This design comes from an exercise in tuning for small area and a short achievable clock period on the open sky130 flow, not from production work. RTL that was checked went through simulation tests only; none was proved equivalent to the original. The clock input has no modelled driver; a real chip could not lean on it and would need a root buffer or a full tree. No activity file was given, so power comes from the tool's default toggle rates.

## north
// apb_top
module apb_top (
 input PCLK,
 input PRESETn,
 input transfer,
 input read_write,
 input  [7:0] write_addr,
 input  [7:0] write_data,
 input  [7:0] read_addr,
 output [7:0] read_data_out
);
 wire [63:0] ins;
 wire [7:0]  wdata;
 wire [63:0] lo_n;
 wire [7:0]  hi;
 wire [7:0]  rdata;
    apb_master master (
     .PCLK(PCLK), .PRESETn(PRESETn), .transfer(transfer), .read_write(read_write),
     .write_addr(write_addr), .write_data(write_data), .read_addr(read_addr),
     .ins(ins), .wdata(wdata), .lo_n(lo_n), .hi(hi),
     .rdata(rdata), .read_data_out(read_data_out)
    );
    apb_slave slave (
     .PCLK(PCLK), .ins(ins), .wdata(wdata), .lo_n(lo_n), .hi(hi), .rdata(rdata)
    );
endmodule
Size: about 59000 um2 of cells after synthesis.
==> module apb_master, before the edit <==
module apb_master (
  input PCLK,
  input PRESETn,
  input transfer,
  input read_write,
  input  [7:0] write_addr,
  input  [7:0] write_data,
  input  [7:0] read_addr,
  output [63:0] ins,         
  output reg [7:0] wdata,
  output [63:0] lo_n,        
  output reg [7:0] hi,       
  input  [7:0] rdata,
  output reg [7:0] read_data_out
);
  reg st1, st2, st3;         
  reg wr1, wr2, wr3;         
  reg wm;                    
  reg wm4;                   
  reg [15:0] ins_h;          
  reg [3:0]  ins_l_n;        
  reg rd1, rd2, rd3;         
  reg [1:0] phase;           
  reg [7:0] addr;
  reg vis;                   
  reg [7:0] rhold;
  wire idle  = ~(st1 | st2 | st3);
  wire start = idle & transfer;
  wire [7:0] addr_d  = idle ? (read_write ? write_addr : read_addr) : addr;
  wire [1:0] phase_d = phase + 2'd1;
  always @(posedge PCLK or negedge PRESETn) begin
    if (!PRESETn) begin
      st1 <= 1'b0; st2 <= 1'b0; st3 <= 1'b0;
      wr1 <= 1'b0; wr2 <= 1'b0; wr3 <= 1'b0;
      wm  <= 1'b0;
      rd1 <= 1'b0; rd2 <= 1'b0; rd3 <= 1'b0;
    end else begin
      st1 <= start;
      st2 <= st1;
      st3 <= st2;
      wr1 <= start & read_write;
      wr2 <= wr1;
      wr3 <= wr2;
      wm  <= ((start & read_write) | wr1 | wr2) & (addr_d[1:0] == ~phase_d);
      rd1 <= start & ~read_write;
      rd2 <= rd1;
      rd3 <= rd2;
    end
  end
  wire wnow = wm | wm4;
  wire [15:0] ins_h_n = ~({16{wnow}} & ins_h);
  genvar c, g;
  generate
    for (g = 0; g < 64; g = g + 1) begin : g_ins
      assign ins[g] = ~(ins_h_n[g / 4] | ins_l_n[g % 4]);
    end
  endgenerate
  wire [1:0]  place    = addr[1:0] + phase + 2'd1;
  wire [15:0] lo_dec_n = ~(16'h1 << {addr[4:2], place[1]});
  generate
    for (c = 0; c < 4; c = c + 1) begin : g_lo
      apb_lo_reg u_lo (.PCLK(PCLK), .d(lo_dec_n), .q_n(lo_n[16*c +: 16]));
    end
  endgenerate
  wire take2 = rd2 & vis;    
  wire take3 = rd3 & vis;    
  always @(posedge PCLK) begin
    phase <= phase + 2'd1;
    wm4   <= wr3 & (addr[1:0] == ~phase_d);
    ins_h <= 16'h1 << addr_d[7:4];
    ins_l_n <= ~(4'h1 << addr_d[3:2]);
    addr  <= addr_d;
    if (idle)
      wdata <= write_data;
    hi    <= 8'h1 << addr[7:5];
    vis   <= ~place[0];
    if (take2 | take3)
      rhold <= rdata;
    read_data_out <= take3 ? rdata : rhold;
  end
endmodule
clock: 7.0 ns
lec_check: 0
cap_margin: 40
core_margin: 2
core_utilization: 60
cts_buf_list: sky130_fd_sc_hd__clkbuf_16
cts_cluster_diameter: 100
cts_cluster_size: 30
place_density: 0.7
setup_slack_margin: 4.5
slew_margin: 40
synth_hierarchical: 1
run.sh (not shown) runs the stock make flow with config.mk's settings and CLKGATE_MAP_FILE= SYNTH_SCRIPT=/design/flow/synth_recipe.tcl, a recipe that flattens the netlist after the stock synthesis.
The inputs of south differ from those of north as listed below.
--- a/flow/design.v
+++ b/flow/design.v
@@ -17,16 +17,15 @@
   reg wr1, wr2, wr3;         
   reg wm;                    
   reg wm4;                   
-  reg [15:0] ins_h;          
-  reg [3:0]  ins_l_n;        
   reg rd1, rd2, rd3;         
   reg [1:0] phase;           
   reg [7:0] addr;
   reg vis;                   
   reg [7:0] rhold;
+  reg [7:0] rshadow;         
   wire idle  = ~(st1 | st2 | st3);
   wire start = idle & transfer;
-  wire [7:0] addr_d  = idle ? (read_write ? write_addr : read_addr) : addr;
+  wire [7:0] addr_d = idle ? (read_write ? write_addr : read_addr) : addr;
   wire [1:0] phase_d = phase + 2'd1;
   always @(posedge PCLK or negedge PRESETn) begin
     if (!PRESETn) begin
@@ -48,35 +47,36 @@
     end
   end
   wire wnow = wm | wm4;
-  wire [15:0] ins_h_n = ~({16{wnow}} & ins_h);
+  wire [15:0] ins_hi = {15'h0, wnow} << addr[7:4];
+  wire [3:0]  ins_lo = 4'h1 << addr[3:2];
   genvar c, g;
   generate
     for (g = 0; g < 64; g = g + 1) begin : g_ins
-      assign ins[g] = ~(ins_h_n[g / 4] | ins_l_n[g % 4]);
+      assign ins[g] = ins_hi[g / 4] & ins_lo[g % 4];
     end
   endgenerate
-  wire [1:0]  place    = addr[1:0] + phase + 2'd1;
-  wire [15:0] lo_dec_n = ~(16'h1 << {addr[4:2], place[1]});
+  wire [1:0]  place    = addr_d[1:0] + phase_d;
+  wire [15:0] lo_dec_n = ~(16'h1 << {addr_d[4:2], place[1]});
   generate
     for (c = 0; c < 4; c = c + 1) begin : g_lo
       apb_lo_reg u_lo (.PCLK(PCLK), .d(lo_dec_n), .q_n(lo_n[16*c +: 16]));
     end
   endgenerate
+  wire take1 = rd1 & vis;    
   wire take2 = rd2 & vis;    
-  wire take3 = rd3 & vis;    
   always @(posedge PCLK) begin
     phase <= phase + 2'd1;
     wm4   <= wr3 & (addr[1:0] == ~phase_d);
-    ins_h <= 16'h1 << addr_d[7:4];
-    ins_l_n <= ~(4'h1 << addr_d[3:2]);
     addr  <= addr_d;
     if (idle)
       wdata <= write_data;
-    hi    <= 8'h1 << addr[7:5];
+    hi    <= 8'h1 << addr_d[7:5];
     vis   <= ~place[0];
-    if (take2 | take3)
+    if (take1 | take2)
       rhold <= rdata;
-    read_data_out <= take3 ? rdata : rhold;
+    if (rd3)
+      rshadow <= rhold;
+    read_data_out <= rd3 ? rhold : rshadow;
   end
 endmodule
 module apb_lo_reg (
south reached the final stage; the timing, design-rule and antenna checks on its layout passed.
south against north: non-clock buffer count increased 23%; net switching component of the power increased 180 uW.
south against north: compound-cell area share of the yosys netlist shows no meaningful change; final instance count without filler cells shows a reduction of about 0.54%; design area shows no meaningful change.
Function not checked in south: the RTL went through the layout flow alone.

* * *

== v6 ==
Another version of the RTL of apb_top (not shown whole).
Size: ~3900 cells after synthesis, roughly 36 I/O pins.
// apb_top
module apb_top (
 input PCLK,
 input PRESETn,
 input transfer,
 input read_write,
 input  [7:0] write_addr,
 input  [7:0] write_data,
 input  [7:0] read_addr,
 output [7:0] read_data_out
);
 wire [63:0] ins;
 wire [7:0]  wdata;
 wire [63:0] lo_n;
 wire [7:0]  hi;
 wire [7:0]  rdata;
    apb_master master (
     .PCLK(PCLK), .PRESETn(PRESETn), .transfer(transfer), .read_write(read_write),
     .write_addr(write_addr), .write_data(write_data), .read_addr(read_addr),
     .ins(ins), .wdata(wdata), .lo_n(lo_n), .hi(hi),
     .rdata(rdata), .read_data_out(read_data_out)
    );
    apb_slave slave (
     .PCLK(PCLK), .ins(ins), .wdata(wdata), .lo_n(lo_n), .hi(hi), .rdata(rdata)
    );
endmodule
==> module apb_master, before the edit <==
module apb_master (
  input PCLK,
  input PRESETn,
  input transfer,
  input read_write,
  input  [7:0] write_addr,
  input  [7:0] write_data,
  input  [7:0] read_addr,
  output [63:0] ins,         
  output reg [7:0] wdata,
  output [63:0] lo_n,        
  output reg [7:0] hi,       
  input  [7:0] rdata,
  output reg [7:0] read_data_out
);
  reg st1, st2, st3;         
  reg wr1, wr2, wr3;         
  reg wm;                    
  reg wm4;                   
  reg [15:0] ins_h;          
  reg [3:0]  ins_l_n;        
  reg rd1, rd2;              
  reg [1:0] phase;           
  reg [7:0] addr;
  reg vis;                   
  reg [7:0] rhold;
  reg [7:0] rshadow;
  wire idle  = ~(st1 | st2 | st3);
  wire start = idle & transfer;
  wire [7:0] addr_d  = idle ? (read_write ? write_addr : read_addr) : addr;
  wire [1:0] phase_d = phase + 2'd1;
  always @(posedge PCLK or negedge PRESETn) begin
    if (!PRESETn) begin
      st1 <= 1'b0; st2 <= 1'b0; st3 <= 1'b0;
      wr1 <= 1'b0; wr2 <= 1'b0; wr3 <= 1'b0;
      wm  <= 1'b0;
      rd1 <= 1'b0; rd2 <= 1'b0;
    end else begin
      st1 <= start;
      st2 <= st1;
      st3 <= st2;
      wr1 <= start & read_write;
      wr2 <= wr1;
      wr3 <= wr2;
      wm  <= ((start & read_write) | wr1 | wr2) & (addr_d[1:0] == ~phase_d);
      rd1 <= start & ~read_write;
      rd2 <= rd1;
    end
  end
  wire wnow = wm | wm4;
  wire [15:0] ins_h_n = ~({16{wnow}} & ins_h);
  genvar c, g;
  generate
    for (g = 0; g < 64; g = g + 1) begin : g_ins
      assign ins[g] = ~(ins_h_n[g / 4] | ins_l_n[g % 4]);
    end
  endgenerate
  wire [7:0]  raddr_d  = idle ? read_addr : addr;
  wire [1:0]  place    = raddr_d[1:0] + phase_d;
  wire [15:0] lo_dec_n = ~(16'h1 << {raddr_d[4:2], place[1]});
  generate
    for (c = 0; c < 4; c = c + 1) begin : g_lo
      apb_lo_reg u_lo (.PCLK(PCLK), .d(lo_dec_n), .q_n(lo_n[16*c +: 16]));
    end
  endgenerate
  wire take1 = rd1 & vis;    
  wire take2 = rd2 & vis;    
  always @(posedge PCLK) begin
    phase <= phase + 2'd1;
    wm4   <= wr3 & (addr[1:0] == ~phase_d);
    ins_h <= 16'h1 << addr_d[7:4];
    ins_l_n <= ~(4'h1 << addr_d[3:2]);
    addr  <= addr_d;
    if (idle)
      wdata <= write_data;
    hi    <= 8'h1 << raddr_d[7:5];
    vis   <= ~place[0];
    if (take1 | take2)
      rhold <= rdata;
    rshadow <= rhold;
    read_data_out <= rd2 ? rshadow : rhold;
  end
endmodule
clock: 7.0 ns
lec_check: 0
cap_margin: 40
core_margin: 2
core_utilization: 60
place_density: 0.7
setup_slack_margin: 4.6
slew_margin: 40
synth_hierarchical: 1
standard.sh (not shown) runs the stock make flow with config.mk's settings and CLKGATE_MAP_FILE= SYNTH_SCRIPT=/design/flow/synth_recipe.tcl, a recipe that flattens the netlist after the stock synthesis.
==> flow/flow/run.sh <==
#!/bin/bash
# The standard layout (standard.sh) with hooks into its steps:
#   flow/downsize.tcl (PRE_FLOORPLAN_TCL) sets logic cells to their
#     smallest size; the floorplan's repair_timing and the later repair
#     steps size up what timing needs.
#   flow/clock_tree.tcl (PRE_CTS_TCL) builds a two-level clock tree in place
#     of TritonCTS.
#   The port buffers are buf_2 cells (BUFFER_PORTS_ARGS).
# The make output goes to standard.log here; ORFS keeps each step's own log
# under orfs/logs/.
set -euo pipefail
export PRE_FLOORPLAN_TCL="$PWD/flow/downsize.tcl"
export PRE_CTS_TCL="$PWD/flow/clock_tree.tcl"
export BUFFER_PORTS_ARGS="-buffer_cell sky130_fd_sc_hd__buf_2"
bash standard.sh > standard.log 2>&1
Other scripts of this flow, unchanged in this note and not shown: flow/flow/clock_tree.tcl, flow/flow/downsize.tcl
Modified inputs, v7 compared to v6
-- flow/design.v --
<<< v6, line 20
  reg [15:0] ins_h;          
  reg [3:0]  ins_l_n;        
  reg rd1, rd2;              
  reg [1:0] phase;           
  reg [7:0] addr;
  reg vis;                   
  reg [7:0] rhold;
  reg [7:0] rshadow;
  wire idle  = ~(st1 | st2 | st3);
  wire start = idle & transfer;
>>> v7, line 20
  reg [15:0] ins_h;          
  reg [3:0]  ins_l_n;        
  reg rd1, rd2, rd3;         
  reg [1:0] phase;           
  reg [7:0] addr;
  reg vis;                   
  reg [7:0] rhold;
  wire idle  = ~(st1 | st2 | st3);
  wire start = idle & transfer;
<<< v6, line 35
      wr1 <= 1'b0; wr2 <= 1'b0; wr3 <= 1'b0;
      wm  <= 1'b0;
      rd1 <= 1'b0; rd2 <= 1'b0;
    end else begin
      st1 <= start;
>>> v7, line 34
      wr1 <= 1'b0; wr2 <= 1'b0; wr3 <= 1'b0;
      wm  <= 1'b0;
      rd1 <= 1'b0; rd2 <= 1'b0; rd3 <= 1'b0;
    end else begin
      st1 <= start;
<<< v6, line 46
      rd1 <= start & ~read_write;
      rd2 <= rd1;
    end
  end
>>> v7, line 45
      rd1 <= start & ~read_write;
      rd2 <= rd1;
      rd3 <= rd2;
    end
  end
<<< v6, line 56
    end
  endgenerate
  wire [7:0]  raddr_d  = idle ? read_addr : addr;
  wire [1:0]  place    = raddr_d[1:0] + phase_d;
  wire [15:0] lo_dec_n = ~(16'h1 << {raddr_d[4:2], place[1]});
  generate
    for (c = 0; c < 4; c = c + 1) begin : g_lo
>>> v7, line 56
    end
  endgenerate
  wire [1:0]  place    = addr[1:0] + phase + 2'd1;
  wire [15:0] lo_dec_n = ~(16'h1 << {addr[4:2], place[1]});
  generate
    for (c = 0; c < 4; c = c + 1) begin : g_lo
<<< v6, line 64
    end
  endgenerate
  wire take1 = rd1 & vis;    
  wire take2 = rd2 & vis;    
  always @(posedge PCLK) begin
    phase <= phase + 2'd1;
>>> v7, line 63
    end
  endgenerate
  wire take2 = rd2 & vis;    
  wire take3 = rd3 & vis;    
  always @(posedge PCLK) begin
    phase <= phase + 2'd1;
<<< v6, line 74
    if (idle)
      wdata <= write_data;
    hi    <= 8'h1 << raddr_d[7:5];
    vis   <= ~place[0];
    if (take1 | take2)
      rhold <= rdata;
    rshadow <= rhold;
    read_data_out <= rd2 ? rshadow : rhold;
  end
endmodule
>>> v7, line 73
    if (idle)
      wdata <= write_data;
    hi    <= 8'h1 << addr[7:5];
    vis   <= ~place[0];
    if (take2 | take3)
      rhold <= rdata;
    read_data_out <= take3 ? rdata : rhold;
  end
endmodule
--- outcome ---
- Taking v6 as the reference, in v7 synthesized cell count has decreased; clock transition at the registers of the reported paths has remained practically unchanged; final setup violation count has remained practically unchanged.
- Global-route usage: v7 vs v6 down 0.60 points
- v6 vs v7, standard cell with the maximum stage delay on the critical path: sky130_fd_sc_hd__xnor3_2 vs sky130_fd_sc_hd__dfxtp_4
- Of the two candidates, v6 has the worse via count and v7 the better one.
- Run comparison: v6 first element of the critical path read_addr[0]; v7 first element of the critical path master.read_data_out[2]$_DFF_P_
No functional check of the RTL was part of v6. No run of this note takes its clock network from TritonCTS; it comes from the design's own scripts or RTL.

## port drivers added, routing unchanged
No port has a modelled driver above. Below, the same layouts with a new extraction and two added sets of constraints.
Step 1 assumes that a clkbuf_16 drives the clock port and a buf_2 every other input.
Step 2 adds t to the input delays and takes it off the output delays; t is the mean of the earliest and latest rising clock arrival at the registers after step 1. Input paths then give back, and output paths get back, about the clock's delay inside the block.
Three values: ideal ports, drivers, drivers and shift; two values: the first two.
run	t, ns	slack for setup (ns)	worst data-port slew with drivers (ns)
north	0.758	4.475 / 4.403 / 4.173	0.06
south	0.754	4.206 / 4.136 / 3.783	0.14
v6	0.681	4.516 / 4.477 / 3.934	0.18
v7	0.682	4.527 / 4.379 / 4.199	0.15
After both steps every run listed still meets setup and hold. For v6, which loses most, drivers alone change the setup slack by -0.039 ns; drivers and shift together by -0.582 ns.
